Context: an optimization exercise on an open-source flow, tuned for small area, a short achievable clock period and few clock cycles. The choices shown serve that exercise and are no tape-out recipe.
Power and IR drop assume default switching activity.

==> ember: inputs <==
==> flow/design.v (excerpt) <==
module LASER (
    input            CLK,
    input            RST,
    input      [3:0] X,
    input      [3:0] Y,
    output reg [3:0] C1X,
    output reg [3:0] C1Y,
    output reg [3:0] C2X,
    output reg [3:0] C2Y,
    output reg       DONE
);
  reg [159:0] tx, ty;
  reg [39:0]  tm;
  reg         inp, inp_d;    
  reg  [5:0]  icnt;
  reg  [3:0]  yq;            
  reg         aV;            
  reg         bV, bM, bL, cV, cL, dV, dL, eV, eL, fV, fL;
  reg  [3:0]  bY, cY, dY, eY, fY;
  reg  [3:0]  mx;            
  wire        tk15;
  reg         mv;            
  reg  [5:0]  B;
  reg  [1:0]  cnt;
  reg  [5:0]  bcnt;
  reg  [3:0]  bx, by;
  function [2:0] rclass(input [3:0] y, input [3:0] p);
    reg [4:0] d;
    begin
      d = {1'b0, y} - {1'b0, p};
      if (d == 5'd0)                       rclass = 3'b111;
      else if (d <= 5'd2 || d >= 5'd30)    rclass = 3'b110;
      else if (d == 5'd3 || d == 5'd29)    rclass = 3'b101;
      else if (d == 5'd4 || d == 5'd28)    rclass = 3'b100;
      else                                 rclass = 3'b000;
    end
  endfunction
  function [8:0] lohi(input [2:0] c, input [3:0] px, input full);
    reg [2:0] wd; reg [4:0] lo, hi;
    begin
      wd = (c[1:0] == 2'd0) ? 3'd0 : {1'b0, c[1:0]} + 3'd1;
      lo = {1'b0, px} - {2'b0, wd};
  ...
clock: 11.0 ns
lec_check: 0
cap_margin: 20
core_margin: 2
core_utilization: 40
slew_margin: 20
standard.sh (not shown) runs the stock make flow with config.mk's settings and CLKGATE_MAP_FILE= SYNTH_SCRIPT=/design/flow/synth_recipe.tcl, a recipe that flattens the netlist after the stock synthesis.
==> flow/flow/run.sh <==
#!/bin/bash
# The standard layout (standard.sh), with one change: the buffer that
# buffer_ports puts on every input and output port is sky130_fd_sc_hd__buf_2.
set -euo pipefail
bash standard.sh BUFFER_PORTS_ARGS="-buffer_cell sky130_fd_sc_hd__buf_2" finish > orfs_make.log 2>&1
==> indigo (differences from ember) <==
--- a/flow/design.v
+++ b/flow/design.v
@@ -64,35 +64,10 @@
       for (x = 0; x < 16; x = x + 1)
         rings[x] = c[2] & (oh[x+4] | (w2 & (oh[x+3] | oh[x+5] | oh[x+2] | oh[x+6]))
                        | (w3 & (oh[x+1] | oh[x+7])) | (w4 & (oh[x] | oh[x+8])));
     end
   endfunction
-  function [3:0] rclass4(input [3:0] y, input [3:0] p);
-    reg [4:0] d;
-    begin
-      d = {1'b0, y} - {1'b0, p};
-      rclass4[3] = (d <= 5'd4) | (d >= 5'd28);
-      rclass4[2] = (d <= 5'd3) | (d >= 5'd29);
-      rclass4[1] = (d <= 5'd2) | (d >= 5'd30);
-      rclass4[0] = (d == 5'd0);
-    end
-  endfunction
-  function [15:0] rings2(input [3:0] g, input [3:0] px, input full);
-    reg [3:0] ph, pl; reg [23:0] oh; reg G0, G2, G3, G4; integer k, x;
-    begin
-      for (k = 0; k < 4; k = k + 1) begin
-        ph[k] = full | (px[3:2] == k);
-        pl[k] = full | (px[1:0] == k);
-      end
-      oh = 24'd0;
-      for (k = 0; k < 16; k = k + 1) oh[k + 4] = ph[k / 4] & pl[k % 4];
-      G0 = full | g[3]; G2 = full | g[2]; G3 = full | g[1]; G4 = full | g[0];
-      for (x = 0; x < 16; x = x + 1)
-        rings2[x] = (G0 & oh[x+4]) | (G2 & (oh[x+3] | oh[x+5] | oh[x+2] | oh[x+6]))
-                  | (G3 & (oh[x+1] | oh[x+7])) | (G4 & (oh[x] | oh[x+8]));
-    end
-  endfunction
   reg [2:0] ca0;
   reg [2:0] ca1;
   reg [2:0] ca2;
   reg [2:0] ca3;
   reg [2:0] ca4;
@@ -2592,80 +2567,65 @@
     cn12 <= sum12[5:0];
     cn13 <= sum13[5:0];
     cn14 <= sum14[5:0];
     cn15 <= sum15[5:0];
   end
-  wire d_0_ge10 = (cn1 >= cn0);
-  wire d_0_ge20 = (cn2 >= cn0);
-  wire d_0_ge21 = (cn2 >= cn1);
-  wire d_0_ge30 = (cn3 >= cn0);
-  wire d_0_ge31 = (cn3 >= cn1);
-  wire d_0_ge32 = (cn3 >= cn2);
-  wire d_0_s0 = ~d_0_ge10 & ~d_0_ge20 & ~d_0_ge30;
-  wire d_0_s1 = d_0_ge10 & ~d_0_ge21 & ~d_0_ge31;
-  wire d_0_s2 = d_0_ge20 & d_0_ge21 & ~d_0_ge32;
-  wire d_0_s3 = d_0_ge30 & d_0_ge31 & d_0_ge32;
-  wire [5:0] cd_0 = ({6{d_0_s0}} & cn0) | ({6{d_0_s1}} & cn1) | ({6{d_0_s2}} & cn2) | ({6{d_0_s3}} & cn3);
-  wire [3:0] id_0 = ({4{d_0_s0}} & 4'd0) | ({4{d_0_s1}} & 4'd1) | ({4{d_0_s2}} & 4'd2) | ({4{d_0_s3}} & 4'd3);
-  wire d_1_ge10 = (cn5 >= cn4);
-  wire d_1_ge20 = (cn6 >= cn4);
-  wire d_1_ge21 = (cn6 >= cn5);
-  wire d_1_ge30 = (cn7 >= cn4);
-  wire d_1_ge31 = (cn7 >= cn5);
-  wire d_1_ge32 = (cn7 >= cn6);
-  wire d_1_s0 = ~d_1_ge10 & ~d_1_ge20 & ~d_1_ge30;
-  wire d_1_s1 = d_1_ge10 & ~d_1_ge21 & ~d_1_ge31;
-  wire d_1_s2 = d_1_ge20 & d_1_ge21 & ~d_1_ge32;
-  wire d_1_s3 = d_1_ge30 & d_1_ge31 & d_1_ge32;
-  wire [5:0] cd_1 = ({6{d_1_s0}} & cn4) | ({6{d_1_s1}} & cn5) | ({6{d_1_s2}} & cn6) | ({6{d_1_s3}} & cn7);
-  wire [3:0] id_1 = ({4{d_1_s0}} & 4'd4) | ({4{d_1_s1}} & 4'd5) | ({4{d_1_s2}} & 4'd6) | ({4{d_1_s3}} & 4'd7);
-  wire d_2_ge10 = (cn9 >= cn8);
-  wire d_2_ge20 = (cn10 >= cn8);
-  wire d_2_ge21 = (cn10 >= cn9);
-  wire d_2_ge30 = (cn11 >= cn8);
-  wire d_2_ge31 = (cn11 >= cn9);
-  wire d_2_ge32 = (cn11 >= cn10);
-  wire d_2_s0 = ~d_2_ge10 & ~d_2_ge20 & ~d_2_ge30;
-  wire d_2_s1 = d_2_ge10 & ~d_2_ge21 & ~d_2_ge31;
-  wire d_2_s2 = d_2_ge20 & d_2_ge21 & ~d_2_ge32;
-  wire d_2_s3 = d_2_ge30 & d_2_ge31 & d_2_ge32;
-  wire [5:0] cd_2 = ({6{d_2_s0}} & cn8) | ({6{d_2_s1}} & cn9) | ({6{d_2_s2}} & cn10) | ({6{d_2_s3}} & cn11);
-  wire [3:0] id_2 = ({4{d_2_s0}} & 4'd8) | ({4{d_2_s1}} & 4'd9) | ({4{d_2_s2}} & 4'd10) | ({4{d_2_s3}} & 4'd11);
-  wire d_3_ge10 = (cn13 >= cn12);
-  wire d_3_ge20 = (cn14 >= cn12);
-  wire d_3_ge21 = (cn14 >= cn13);
-  wire d_3_ge30 = (cn15 >= cn12);
-  wire d_3_ge31 = (cn15 >= cn13);
-  wire d_3_ge32 = (cn15 >= cn14);
-  wire d_3_s0 = ~d_3_ge10 & ~d_3_ge20 & ~d_3_ge30;
-  wire d_3_s1 = d_3_ge10 & ~d_3_ge21 & ~d_3_ge31;
-  wire d_3_s2 = d_3_ge20 & d_3_ge21 & ~d_3_ge32;
-  wire d_3_s3 = d_3_ge30 & d_3_ge31 & d_3_ge32;
-  wire [5:0] cd_3 = ({6{d_3_s0}} & cn12) | ({6{d_3_s1}} & cn13) | ({6{d_3_s2}} & cn14) | ({6{d_3_s3}} & cn15);
-  wire [3:0] id_3 = ({4{d_3_s0}} & 4'd12) | ({4{d_3_s1}} & 4'd13) | ({4{d_3_s2}} & 4'd14) | ({4{d_3_s3}} & 4'd15);
+  wire td0_0 = (cn1 >= cn0);
+  wire [5:0] cd0_0 = td0_0 ? cn1 : cn0;
+  wire [3:0] id0_0 = td0_0 ? 4'd1 : 4'd0;
+  wire td0_1 = (cn3 >= cn2);
+  wire [5:0] cd0_1 = td0_1 ? cn3 : cn2;
+  wire [3:0] id0_1 = td0_1 ? 4'd3 : 4'd2;
+  wire td0_2 = (cn5 >= cn4);
+  wire [5:0] cd0_2 = td0_2 ? cn5 : cn4;
+  wire [3:0] id0_2 = td0_2 ? 4'd5 : 4'd4;
+  wire td0_3 = (cn7 >= cn6);
+  wire [5:0] cd0_3 = td0_3 ? cn7 : cn6;
+  wire [3:0] id0_3 = td0_3 ? 4'd7 : 4'd6;
+  wire td0_4 = (cn9 >= cn8);
+  wire [5:0] cd0_4 = td0_4 ? cn9 : cn8;
+  wire [3:0] id0_4 = td0_4 ? 4'd9 : 4'd8;
+  wire td0_5 = (cn11 >= cn10);
+  wire [5:0] cd0_5 = td0_5 ? cn11 : cn10;
+  wire [3:0] id0_5 = td0_5 ? 4'd11 : 4'd10;
+  wire td0_6 = (cn13 >= cn12);
+  wire [5:0] cd0_6 = td0_6 ? cn13 : cn12;
+  wire [3:0] id0_6 = td0_6 ? 4'd13 : 4'd12;
+  wire td0_7 = (cn15 >= cn14);
+  wire [5:0] cd0_7 = td0_7 ? cn15 : cn14;
+  wire [3:0] id0_7 = td0_7 ? 4'd15 : 4'd14;
+  wire td1_0 = (cd0_1 >= cd0_0);
+  wire [5:0] cd1_0 = td1_0 ? cd0_1 : cd0_0;
+  wire [3:0] id1_0 = td1_0 ? id0_1 : id0_0;
+  wire td1_1 = (cd0_3 >= cd0_2);
+  wire [5:0] cd1_1 = td1_1 ? cd0_3 : cd0_2;
+  wire [3:0] id1_1 = td1_1 ? id0_3 : id0_2;
+  wire td1_2 = (cd0_5 >= cd0_4);
+  wire [5:0] cd1_2 = td1_2 ? cd0_5 : cd0_4;
+  wire [3:0] id1_2 = td1_2 ? id0_5 : id0_4;
+  wire td1_3 = (cd0_7 >= cd0_6);
+  wire [5:0] cd1_3 = td1_3 ? cd0_7 : cd0_6;
+  wire [3:0] id1_3 = td1_3 ? id0_7 : id0_6;
   reg [5:0] gc0, gc1, gc2, gc3; reg [3:0] gi0, gi1, gi2, gi3;
   always @(posedge CLK) begin
-    gc0 <= cd_0; gi0 <= id_0;
-    gc1 <= cd_1; gi1 <= id_1;
-    gc2 <= cd_2; gi2 <= id_2;
-    gc3 <= cd_3; gi3 <= id_3;
+    gc0 <= cd1_0; gi0 <= id1_0;
+    gc1 <= cd1_1; gi1 <= id1_1;
+    gc2 <= cd1_2; gi2 <= id1_2;
+    gc3 <= cd1_3; gi3 <= id1_3;
   end
-  wire e_0_ge10 = (gc1 >= gc0);
-  wire e_0_ge20 = (gc2 >= gc0);
-  wire e_0_ge21 = (gc2 >= gc1);
-  wire e_0_ge30 = (gc3 >= gc0);
-  wire e_0_ge31 = (gc3 >= gc1);
-  wire e_0_ge32 = (gc3 >= gc2);
-  wire e_0_s0 = ~e_0_ge10 & ~e_0_ge20 & ~e_0_ge30;
-  wire e_0_s1 = e_0_ge10 & ~e_0_ge21 & ~e_0_ge31;
-  wire e_0_s2 = e_0_ge20 & e_0_ge21 & ~e_0_ge32;
-  wire e_0_s3 = e_0_ge30 & e_0_ge31 & e_0_ge32;
-  wire [5:0] ce_0 = ({6{e_0_s0}} & gc0) | ({6{e_0_s1}} & gc1) | ({6{e_0_s2}} & gc2) | ({6{e_0_s3}} & gc3);
-  wire [3:0] ie_0 = ({4{e_0_s0}} & gi0) | ({4{e_0_s1}} & gi1) | ({4{e_0_s2}} & gi2) | ({4{e_0_s3}} & gi3);
+  wire te0_0 = (gc1 >= gc0);
+  wire [5:0] ce0_0 = te0_0 ? gc1 : gc0;
+  wire [3:0] ie0_0 = te0_0 ? gi1 : gi0;
+  wire te0_1 = (gc3 >= gc2);
+  wire [5:0] ce0_1 = te0_1 ? gc3 : gc2;
+  wire [3:0] ie0_1 = te0_1 ? gi3 : gi2;
+  wire te1_0 = (ce0_1 >= ce0_0);
+  wire [5:0] ce1_0 = te1_0 ? ce0_1 : ce0_0;
+  wire [3:0] ie1_0 = te1_0 ? ie0_1 : ie0_0;
   reg [5:0] fc; reg [3:0] fi;
   always @(posedge CLK) begin
-    fc <= ce_0; fi <= ie_0;
+    fc <= ce1_0; fi <= ie1_0;
   end
   wire       take = fV & (fc >= bcnt);
   wire [5:0] nbc = take ? fc : bcnt;
   wire [3:0] nbx = take ? fi : bx;
   wire [3:0] nby = take ? fY : by;
==> metrics.md <==
| Metric | Value |
|---|---|
| Status | finished clean |
| Worst-case clock skew | 0.0379 ns |
| Avg Cell Area, Syn | 9.13 um^2 |
| Pwr/cell area | 214 nW/um^2 |
| Mapped Area | 78,400 um^2 |
| Initial antenna violation count | 12 |
| WP data arrival | 4.73 ns |
| Cell mode on critical path | fa_1 |
| Setup crit end | r9_1_2 |
| Worst skew pair latency | 0.78 ns |
| Met1 WL | 119 mm |
# the run above: ember

==> metrics.md <==
| Metric | Value |
|---|---|
| Avg Cell Area, Syn | 9.15 um^2 |
| Pwr/cell area | 227 nW/um^2 |
| Setup crit end | gc1[1] |
| Worst skew pair latency | 0.79 ns |
| Status | finished clean |
| Worst-case clock skew | 0.0496 ns |
| Mapped Area | 77,100 um^2 |
| Clk slew on worst S/H paths | 0.06 ns |
# the run above: indigo

Function was not checked in any run of this note: the RTL went through the layout flow alone.

==> what the ideal ports hide <==
In the flow no input, the clock included, has a driving cell. The finished layouts below were timed again as built, in two steps.
Step 1 sets driving cells, clkbuf_16 on the clock port and buf_2 on the other inputs (assumed; they add their load-dependent delay and slew).
Step 2 moves the port delays by t, midway between the first and last clock arrival at a register: inputs arrive t later, outputs are due t later. That takes back most of the time a late clock gives input paths.
a / b / c = no drivers / after step 1 / after step 2; a / b = the first two.
run	shift t [ns]	slack for setup (ns)	hold WS [ns]	worst setup path at the end	latest minus earliest clock arrival (ns)
ember	0.842	6.898 / 6.898 / 6.898	0.322 / 0.322 / 0.322	register to register	0.040 / 0.040
indigo	0.851	6.555 / 6.555 / 6.555	0.323 / 0.323 / 0.323	register to register	0.051 / 0.051
After both steps setup and hold are still met in every run listed.
